What follows belongs to an exercise in optimizing a design on an open flow for small area; a production flow would make more cautious choices. Where RTL was checked, it was by simulation tests only, not by an equivalence proof against the original. Power is estimated from default activity; no workload was simulated.

## lane 1
==> flow/design.v (excerpt) <==
module atomik_top_parallel #(
    parameter integer SYS_CLK_HZ = 94_500_000,
    parameter integer BAUD_RATE  = 115200,
    parameter integer N_BANKS    = 4
)(
    input  wire       sys_clk,
    input  wire       sys_rst_n,
    input  wire       uart_rx,
    output wire       uart_tx,
    output wire [5:0] led
);
For scale: about 430 cells after synthesis, about 10 I/O pins.
Settings: LEC_CHECK=0, CAP_MARGIN=0, CORE_MARGIN=2, CORE_UTILIZATION=70, PLACE_DENSITY=0.85, SLEW_MARGIN=0; clock period 10.0 ns.
standard.sh (not shown) runs the stock make flow with config.mk's settings and CLKGATE_MAP_FILE= SYNTH_SCRIPT=/design/flow/synth_recipe.tcl, a recipe that flattens the netlist after the stock synthesis.
==> flow/flow/run.sh <==
#!/bin/bash
# Own flow: the standard synthesis, then its combinational logic is
# re-mapped by ABC for area (registers untouched: same instances, names and
# cells), then the standard layout with CTS told not to add dummy loads
# and the smallest buffer on the ports.
# Logs in this folder: synth.log, remap.log, flow.log (ORFS's per-step logs
# are under orfs/logs).
set -euo pipefail
export CTS_ARGS="-sink_clustering_enable -repair_clock_nets -dont_use_dummy_load -buf_list sky130_fd_sc_hd__clkbuf_4 -sink_clustering_size 11 -sink_clustering_max_diameter 40"
export BUFFER_PORTS_ARGS="-buffer_cell sky130_fd_sc_hd__buf_1"

bash standard.sh synth > synth.log 2>&1

P=$FLOW_HOME/platforms/$FLOW_PLATFORM
LIB=$P/lib/sky130_fd_sc_hd__tt_025C_1v80.lib
R=orfs/results/$FLOW_PLATFORM/atomik_top_parallel/base
O=orfs/objects/$FLOW_PLATFORM/atomik_top_parallel/base
DU=$(sed -n '/DONT_USE_CELLS/,/^$/p' $P/config.mk | grep -o 'sky130_fd_sc_hd__[a-z0-9_]*' | sed 's/^/-dont_use /' | tr '\n' ' ')
python3 flow/mkmodels.py $LIB cells.v
cp $R/1_2_yosys.v standard_1_2_yosys.v
yosys -p "read_verilog cells.v; read_verilog standard_1_2_yosys.v; \
  hierarchy -top $FLOW_TOP; flatten; hierarchy -top $FLOW_TOP; rename -hide w:*.*; \
  techmap; opt -purge; \
  abc -script flow/remap.abc -liberty $LIB $DU -constr $O/abc.constr -D 10000; \
  opt_clean -purge; \
  hilomap -singleton -hicell sky130_fd_sc_hd__conb_1 HI -locell sky130_fd_sc_hd__conb_1 LO; \
  insbuf -buf sky130_fd_sc_hd__buf_4 A X; splitnets; opt_clean -purge; \
  stat -liberty $LIB; \
  write_verilog -noattr -nohex -nodec remapped.v" > remap.log 2>&1
# the registers must be exactly the standard synthesis's
grep -o '\\[^ ]*\$_[A-Z0-9_]*_ ' standard_1_2_yosys.v | sort > regs_standard.txt
grep -o '\\[^ ]*\$_[A-Z0-9_]*_ ' remapped.v | sort > regs_remapped.txt
if cmp -s regs_standard.txt regs_remapped.txt && [ -s regs_remapped.txt ]; then
  cp remapped.v $R/1_2_yosys.v
  touch $R/1_2_yosys.v
else
  echo "remap changed the registers; keeping the standard netlist" >> remap.log
fi

bash standard.sh > flow.log 2>&1
Other scripts of this flow, unchanged in this note and not shown: flow/flow/mkmodels.py, flow/flow/remap.abc
Relative to lane 1, the following input files were edited for lane 2:
# lane 1
export LEC_CHECK = 0
export CAP_MARGIN = 0
export CORE_MARGIN = 2
export CORE_UTILIZATION = 70
export PLACE_DENSITY = 0.85
export SLEW_MARGIN = 0
create_clock -name core_clock -period 10.0 [get_ports {sys_clk}]
# lane 2
export LEC_CHECK = 0
export CAP_MARGIN = 20
export CORE_MARGIN = 2
export CORE_UTILIZATION = 80
export PLACE_DENSITY = 0.9
export SLEW_MARGIN = 20
create_clock -name core_clock -period 10.0 [get_ports {sys_clk}]
Findings:
- Diff lane 1 -> lane 2 | final critical delay including setup and external delays | increase of 33 ps
- Diff lane 1 -> lane 2: post-synthesis instance area saw little to no change, portion of the layout cell area used by non-clock buffers saw little to no change, sequential share of layout area saw little to no change.
- Looking at final period utilization, lane 2 sits 0.33 points above lane 1.
- Relative to lane 1, portion of total power attributed to sequential cells has gone down in lane 2.
- Worst hold slack, lane 1 and lane 2: lower on lane 1

========
## the baseline
atomik_top_parallel again, from the RTL that the note above started with.
export LEC_CHECK = 0
export CAP_MARGIN = 0
export CORE_MARGIN = 2
export CORE_UTILIZATION = 70
export PLACE_DENSITY = 0.85
export SLEW_MARGIN = 0
create_clock -name core_clock -period 10.0 [get_ports {sys_clk}]
==> flow/flow/run.sh <==
#!/bin/bash
# Own flow: the standard synthesis, then its combinational logic is
# re-mapped by ABC for area (registers untouched: same instances, names and
# cells), then the standard layout with CTS told not to add dummy loads
# and the smallest buffer on the ports.
# Logs in this folder: synth.log, remap.log, flow.log (ORFS's per-step logs
# are under orfs/logs).
set -euo pipefail
export CTS_ARGS="-sink_clustering_enable -repair_clock_nets -dont_use_dummy_load -buf_list sky130_fd_sc_hd__clkbuf_8 -sink_clustering_size 16 -sink_clustering_max_diameter 40"
export BUFFER_PORTS_ARGS="-buffer_cell sky130_fd_sc_hd__buf_1"

bash standard.sh synth > synth.log 2>&1

P=$FLOW_HOME/platforms/$FLOW_PLATFORM
LIB=$P/lib/sky130_fd_sc_hd__tt_025C_1v80.lib
R=orfs/results/$FLOW_PLATFORM/atomik_top_parallel/base
O=orfs/objects/$FLOW_PLATFORM/atomik_top_parallel/base
DU=$(sed -n '/DONT_USE_CELLS/,/^$/p' $P/config.mk | grep -o 'sky130_fd_sc_hd__[a-z0-9_]*' | sed 's/^/-dont_use /' | tr '\n' ' ')
python3 flow/mkmodels.py $LIB cells.v
cp $R/1_2_yosys.v standard_1_2_yosys.v
yosys -p "read_verilog cells.v; read_verilog standard_1_2_yosys.v; \
  hierarchy -top $FLOW_TOP; flatten; hierarchy -top $FLOW_TOP; rename -hide w:*.*; \
  techmap; opt -purge; \
  abc -script flow/remap.abc -liberty $LIB $DU -constr $O/abc.constr -D 10000; \
  opt_clean -purge; \
  hilomap -singleton -hicell sky130_fd_sc_hd__conb_1 HI -locell sky130_fd_sc_hd__conb_1 LO; \
  insbuf -buf sky130_fd_sc_hd__buf_4 A X; splitnets; opt_clean -purge; \
  stat -liberty $LIB; \
  write_verilog -noattr -nohex -nodec remapped.v" > remap.log 2>&1
# the registers must be exactly the standard synthesis's
grep -o '\\[^ ]*\$_[A-Z0-9_]*_ ' standard_1_2_yosys.v | sort > regs_standard.txt
grep -o '\\[^ ]*\$_[A-Z0-9_]*_ ' remapped.v | sort > regs_remapped.txt
if cmp -s regs_standard.txt regs_remapped.txt && [ -s regs_remapped.txt ]; then
  cp remapped.v $R/1_2_yosys.v
  touch $R/1_2_yosys.v
else
  echo "remap changed the registers; keeping the standard netlist" >> remap.log
fi

bash standard.sh > flow.log 2>&1
Other scripts of this flow, unchanged in this note and not shown: flow/flow/mkmodels.py, flow/flow/remap.abc
The baseline: no failed stages, no open violations at the end
For the candidate, these inputs were changed with respect to the baseline:
diff --git a/flow/flow/run.sh b/flow/flow/run.sh
--- a/flow/flow/run.sh
+++ b/flow/flow/run.sh
@@ -8,3 +8,3 @@
 set -euo pipefail
-export CTS_ARGS="-sink_clustering_enable -repair_clock_nets -dont_use_dummy_load -buf_list sky130_fd_sc_hd__clkbuf_8 -sink_clustering_size 16 -sink_clustering_max_diameter 40"
+export CTS_ARGS="-sink_clustering_enable -repair_clock_nets -dont_use_dummy_load -buf_list sky130_fd_sc_hd__clkbuf_4 -sink_clustering_size 11 -sink_clustering_max_diameter 40"
 export BUFFER_PORTS_ARGS="-buffer_cell sky130_fd_sc_hd__buf_1"
diff --git a/flow/config.mk b/flow/config.mk
--- a/flow/config.mk
+++ b/flow/config.mk
@@ -7,6 +7,9 @@
 export LEC_CHECK = 0
-export CAP_MARGIN = 0
+export CAP_MARGIN = 20
 export CORE_MARGIN = 2
 export CORE_UTILIZATION = 70
+export CTS_BUF_LIST = sky130_fd_sc_hd__clkbuf_8
+export CTS_CLUSTER_DIAMETER = 60
+export CTS_CLUSTER_SIZE = 18
 export PLACE_DENSITY = 0.85
-export SLEW_MARGIN = 0
+export SLEW_MARGIN = 20
Notes after the runs:
On global-route met3 utilization: between the baseline and the candidate, it ends up higher for the baseline.
Both conditions hold for the candidate: the flow ran to the end and the final layout passed the timing, DRC and antenna checks.
Summary of the candidate over the baseline: met1 routing resource usage after global routing has decreased; clock-cell share of area down 1.2 points; non-filler instance count after layout went up 6; I/O pin count held steady; final setup slack of the worst path fell by 98 ps.

========
atomik_top_parallel, a different RTL version from the one above (not shown whole).
Size: ~460 cells after synthesis, ~230 flip-flops, roughly 10 I/O pins, roughly 6400 sq um of cells after synthesis.
clock: 10.0 ns
lec_check: 0
cap_margin: 20
core_margin: 2
core_utilization: 70
cts_buf_list: sky130_fd_sc_hd__clkbuf_8
cts_cluster_diameter: 60
cts_cluster_size: 18
place_density: 0.85
slew_margin: 20
==> flow/flow/run.sh <==
#!/bin/bash
# Own flow: the standard layout, with CTS told not to add dummy loads
# and with the smallest buffer on the ports.  Full tool output: flow.log
# here, ORFS's per-step logs under orfs/logs.
set -euo pipefail
export CTS_ARGS="-sink_clustering_enable -repair_clock_nets -dont_use_dummy_load -buf_list sky130_fd_sc_hd__clkbuf_8 -sink_clustering_size 18 -sink_clustering_max_diameter 60"
export BUFFER_PORTS_ARGS="-buffer_cell sky130_fd_sc_hd__buf_1"
bash standard.sh > flow.log 2>&1
Next try:
==> flow/run.sh (new file) <==
#!/bin/bash
# synth_recipe.tcl (not shown) runs the flow's synth.tcl, then flattens the netlist and writes it again
# the make line also repeats each setting of config.mk as NAME=value (left out here)
make -C /OpenROAD-flow-scripts/flow DESIGN_CONFIG=/design/flow/config.mk WORK_HOME=/design/flow/orfs CLKGATE_MAP_FILE= SYNTH_SCRIPT=/design/flow/synth_recipe.tcl finish
removed: flow/flow/run.sh
removed: flow/standard.sh
Routed wire length increases by a few percent.
Non-clock buffer count does not change.
Utilization climbs by 0.92 points.
Clock skew falls by 5.5 ps.

========
== before ==
The RTL this note starts from:
==> flow/design.v <==
module atomik_top_parallel #(
    parameter integer SYS_CLK_HZ = 94_500_000,
    parameter integer BAUD_RATE  = 115200,
    parameter integer N_BANKS    = 4
)(
    input  wire       sys_clk,
    input  wire       sys_rst_n,
    input  wire       uart_rx,
    output wire       uart_tx,
    output wire [5:0] led
);
    wire clk   = sys_clk;
    wire rst_n = sys_rst_n;
    localparam [22:0] HB_INIT = 23'h0AFD85;
    reg [22:0] hb;
    reg        por_done;
    reg        hb_top;
    wire       hb_low0 = ~|hb[21:0];
    always @(posedge clk or negedge rst_n) begin
        if (!rst_n) begin
            hb       <= HB_INIT;
            por_done <= 1'b0;
            hb_top   <= 1'b0;
        end else begin
            hb <= {hb[21:0], hb[22] ^ hb[17] ^ hb_low0};
            if (hb_low0 & ~hb[22]) begin
                if (por_done)
                    hb_top <= ~hb_top;
                else
                    por_done <= 1'b1;
            end
        end
    end
    localparam [9:0] RX_HALF = 10'h268;
    localparam [9:0] RX_FULL = 10'h248;
    localparam [9:0] RX_END  = 10'h377;
    reg [2:0] rx_sync;
    always @(posedge clk)
        rx_sync <= {rx_sync[1:0], uart_rx | ~por_done};
    wire rx_pin = rx_sync[2];
    localparam RX_IDLE  = 2'd0;
    localparam RX_START = 2'd1;
    localparam RX_DATA  = 2'd2;
    localparam RX_STOP  = 2'd3;
    reg [1:0] rx_state;
    reg       rx_valid;
    reg [9:0] rx_cnt;
    reg [2:0] rx_bit;       
    reg       rx_b;         
    reg       c0, c1, c_ok;  
    wire rx_end    = (rx_cnt == RX_END);
    wire rx_sample = (rx_state == RX_DATA) && rx_end;
    always @(posedge clk or negedge rst_n) begin
        if (!rst_n) begin
            rx_state <= RX_IDLE;
            rx_valid <= 1'b0;
        end else begin
            rx_valid <= 1'b0;
            case (rx_state)
                RX_IDLE:  if (!rx_pin) rx_state <= RX_START;
                RX_START: if (rx_end) rx_state <= rx_pin ? RX_IDLE : RX_DATA;
                RX_DATA:  if (rx_end && rx_bit == 3'd6) rx_state <= RX_STOP;
                RX_STOP:  if (rx_end) begin
                              rx_valid <= 1'b1;
                              rx_state <= RX_IDLE;
                          end
            endcase
        end
    end
    wire [2:0] k = rx_bit + 3'd1;
    wire exp_bit = ((k == 3'd2 || k == 3'd3) & ~c0 & ~c1) | ((k == 3'd4) & c1) | (k == 3'd6);
    always @(posedge clk) begin
        if (rx_state == RX_IDLE)
            rx_cnt <= RX_HALF;
        else if (rx_end)
            rx_cnt <= RX_FULL;
        else
            rx_cnt <= {rx_cnt[8:0], ~(rx_cnt[9] ^ rx_cnt[6])};
        if (rx_state == RX_START && rx_end)
            rx_bit <= 3'd7;
        if (rx_sample) begin
            rx_b   <= rx_pin;
            rx_bit <= k;
            if (k == 3'd0) c0 <= rx_pin;
            if (k == 3'd1) c1 <= rx_pin;
            c_ok <= (k[2:1] == 2'b00) | (c_ok & (rx_pin == exp_bit));
        end
    end
    wire rx_is_L = c_ok & ~c0 & ~c1;
    wire rx_is_A = c_ok &  c0 & ~c1;
    wire rx_is_R = c_ok & ~c0 &  c1;
    wire rx_is_S = c_ok &  c0 &  c1;
    localparam [1:0] M_IDLE  = 2'b00;
    localparam [1:0] M_LOAD  = 2'b01;
    localparam [1:0] M_ACCUM = 2'b11;
    localparam [1:0] M_RESP  = 2'b10;
    localparam [9:0] TX_END = 10'h084;    
    localparam [9:0] TX_G2  = 10'h221;
    localparam [9:0] TX_G3  = 10'h110;
    reg [1:0] mode;
    reg       cmd_active;
    reg [2:0] byte_cnt;      
    reg       is_status;
    reg       init_valid;    
    reg       acc_nz;        
    reg       nz;            
    reg       tx_busy;
    reg       tx_out;
    reg [3:0] tx_bitn;
    reg [9:0] tx_cnt;
    reg       nb;            
    wire in_idle  = (mode == M_IDLE);
    wire in_load  = (mode == M_LOAD);
    wire in_accum = (mode == M_ACCUM);
    wire in_resp  = (mode == M_RESP);
    wire in_pay   = mode[0];
    wire accept   = in_idle & rx_valid & c_ok;
    wire tx_end   = (tx_cnt == TX_END);
    wire tx_last  = tx_bitn[3] & tx_bitn[0];                   
    wire tx_tick  = in_resp & ~(tx_last & tx_bitn[1]) & tx_end;  
    wire resp_fin = in_resp & (tx_last & tx_bitn[1]);           
    reg  [5:0] ph;
    wire [2:0] slot_bit = in_pay ? rx_bit : tx_bitn[2:0];
    wire       match    = (ph == {byte_cnt, slot_bit});
    reg wpend;
    always @(posedge clk)
        wpend <= rx_sample | (wpend & ~match);
    wire wr_i = wpend & match & in_load;
    wire wr_d = wpend & match & in_accum;
    reg [63:0] ring_i;
    reg [63:0] ring_d;
    wire d_new = (ring_d[63] & acc_nz) ^ rx_b;
    always @(posedge clk) begin
        ph     <= {ph[4:0], ph[5] ^ ph[4] ^ ~|ph[4:0]};
        ring_i <= {ring_i[62:0], wr_i ? rx_b  : ring_i[63]};
        ring_d <= {ring_d[62:0], wr_d ? d_new : ring_d[63]};
    end
    wire rd_bit = (ring_i[63] & init_valid) ^ (ring_d[63] & acc_nz);
    always @(posedge clk or negedge rst_n) begin
        if (!rst_n) begin
            mode       <= M_IDLE;
            cmd_active <= 1'b0;
            init_valid <= 1'b0;
            acc_nz     <= 1'b0;
            nz         <= 1'b0;
        end else begin
            if (!in_pay)
                acc_nz <= nz;
            if (wr_d)
                nz <= nz | d_new;
            if (in_idle) begin
                cmd_active <= c_ok & rx_valid;
                if (rx_valid) begin
                    if (rx_is_L) begin
                        mode       <= M_LOAD;
                        init_valid <= 1'b1;
                        nz         <= 1'b0;
                    end
                    if (rx_is_A) begin
                        mode <= M_ACCUM;
                        nz   <= 1'b0;
                    end
                    if (rx_is_R | rx_is_S) mode <= M_RESP;
                end
            end
            if (in_pay && rx_valid && byte_cnt == 3'd7) begin
                mode       <= M_IDLE;
                cmd_active <= 1'b0;
            end
            if (resp_fin)
                mode <= M_IDLE;
        end
    end
    always @(posedge clk) begin
        if (in_idle) begin
            byte_cnt  <= {3{c0 & c1}};      
            is_status <= c0 & c1;
        end else if ((in_pay & rx_valid) | (tx_tick & tx_last))
            byte_cnt <= byte_cnt + 3'd1;
    end
    always @(posedge clk)
        if (match) nb <= rd_bit;
    wire tx_data_bit = is_status ? ((tx_bitn[2:0] == 3'd7) & ~acc_nz) : nb;
    always @(posedge clk or negedge rst_n) begin
        if (!rst_n) begin
            tx_busy <= 1'b0;
            tx_out  <= 1'b1;
        end else if (tx_tick) begin
            tx_busy <= ~tx_last;
            tx_out  <= tx_bitn[3] ? ~tx_bitn[1] : tx_data_bit;
        end
    end
    always @(posedge clk) begin
        if (accept)
            tx_cnt <= c1 & ~c0 ? TX_G3 : TX_G2;
        else if (tx_tick & tx_last)
            tx_cnt <= TX_G2;
        else if (tx_end)
            tx_cnt <= 10'd0;
        else
            tx_cnt <= {tx_cnt[8:0], ~(tx_cnt[9] ^ tx_cnt[6])};
        if (accept)
            tx_bitn <= 4'd10;
        else if (tx_tick) begin
            if (tx_bitn[3] & tx_bitn[1])
                tx_bitn <= 4'd0;
            else if (tx_last)
                tx_bitn <= {3'b101, byte_cnt == 3'd7};
            else
                tx_bitn <= tx_bitn + 4'd1;
        end
    end
    assign uart_tx = tx_out;
    reg [19:0] act;
    reg        act_on;
    wire act_low0 = ~|act[18:0];
    always @(posedge clk) begin
        if (rx_valid)
            act <= 20'd1;
        else
            act <= {act[18:0], act[19] ^ act[16] ^ (act[19] & act_low0)};
    end
    always @(posedge clk or negedge rst_n) begin
        if (!rst_n)
            act_on <= 1'b0;
        else if (rx_valid)
            act_on <= 1'b1;
    end
    assign led[5] = 1'b0;
    assign led[4] = ~hb_top;
    assign led[3] = ~cmd_active;
    assign led[2] = acc_nz;
    assign led[1] = ~tx_busy;
    assign led[0] = ~act_on | (act_low0 & ~act[19]);
endmodule
export LEC_CHECK = 0
export CAP_MARGIN = 20
export CORE_MARGIN = 2
export CORE_UTILIZATION = 70
export CTS_BUF_LIST = sky130_fd_sc_hd__clkbuf_8
export CTS_CLUSTER_DIAMETER = 60
export CTS_CLUSTER_SIZE = 18
export PLACE_DENSITY = 0.85
export SLEW_MARGIN = 20
create_clock -name core_clock -period 10.0 [get_ports {sys_clk}]
==> flow/flow/run.sh <==
#!/bin/bash
# Own flow: the standard layout, with CTS told not to add dummy loads
# and with the smallest buffer on the ports.  Full tool output: flow.log
# here, ORFS's per-step logs under orfs/logs.
set -euo pipefail
export CTS_ARGS="-sink_clustering_enable -repair_clock_nets -dont_use_dummy_load -buf_list sky130_fd_sc_hd__clkbuf_16 -sink_clustering_size 30 -sink_clustering_max_diameter 80"
export BUFFER_PORTS_ARGS="-buffer_cell sky130_fd_sc_hd__buf_1"
bash standard.sh > flow.log 2>&1
before finished every stage and its layout cleared the timing, DRC and antenna checks.
[inputs] after vs before
==> flow/flow/run.sh <==
#!/bin/bash
# Own flow: the standard layout, with CTS told not to add dummy loads
# and with the smallest buffer on the ports.  Full tool output: flow.log
# here, ORFS's per-step logs under orfs/logs.
set -euo pipefail
export CTS_ARGS="-sink_clustering_enable -repair_clock_nets -dont_use_dummy_load -buf_list sky130_fd_sc_hd__clkbuf_4 -sink_clustering_size 9 -sink_clustering_max_diameter 40"
export BUFFER_PORTS_ARGS="-buffer_cell sky130_fd_sc_hd__buf_1"
bash standard.sh > flow.log 2>&1
For before, the timing startpoint of the critical path was act[2], unlike after, where it was act[14]. [compare] base=before new=after: internal cell power fell about 6%; share of post-route cells with drive strength above 1 rose 3.4 points. Taking before as the reference point, the post-route standard cell area excluding fillers of after falls by about 0.8%. Cell with the largest stage delay on the worst path = sky130_fd_sc_hd__or3_1: after; cell with the largest stage delay on the worst path = sky130_fd_sc_hd__dfxtp_1: before. Compared with before, cell count in after increased by a few percent. Per the comparison of after with before, setup slack down 120 ps, hold slack flat, global-route wire length before repair down about 6%, via count up about 1.1%. Net switching component of the power delta for after relative to before: 0.0030 mW higher. Between before and after, share of the core filled with cells in the final layout decreased.
No functional check of the RTL was part of any run of this note.

re-timing with driven ports:
No port has a modelled driver above. Below, the same layouts with a new extraction and two added sets of constraints. Step 1 assumes that a clkbuf_16 drives the clock port and a buf_2 every other input. Step 2 times the ports against the registers' clock, not the clock port: input delays grow and output delays shrink by t, the midpoint of the rising clock arrivals with the driver on. Three values: ideal ports, drivers, drivers and shift; two values: the first two.
run	shift t [ns]	slack for setup (ns)	worst setup path at the end	worst data-port slew with drivers (ns)
lane 1	0.580	5.896 / 5.868 / 6.447	register to output	0.03
lane 2	0.610	5.863 / 5.831 / 6.441	register to output	0.04
the baseline	0.498	5.995 / 5.966 / 6.464	register to output	0.03
the candidate	0.581	5.897 / 5.868 / 6.449	register to output	0.03
the first run of note 3	0.495	6.185 / 6.154 / 6.650	register to output	0.03
the second run of note 3	0.510	5.675 / 5.646 / 6.157	register to output	0.03
before	0.475	6.321 / 6.287 / 6.761	register to output	0.03
after	0.600	6.201 / 6.172 / 6.772	register to output	0.03
After both steps setup and hold are still met in every run listed.
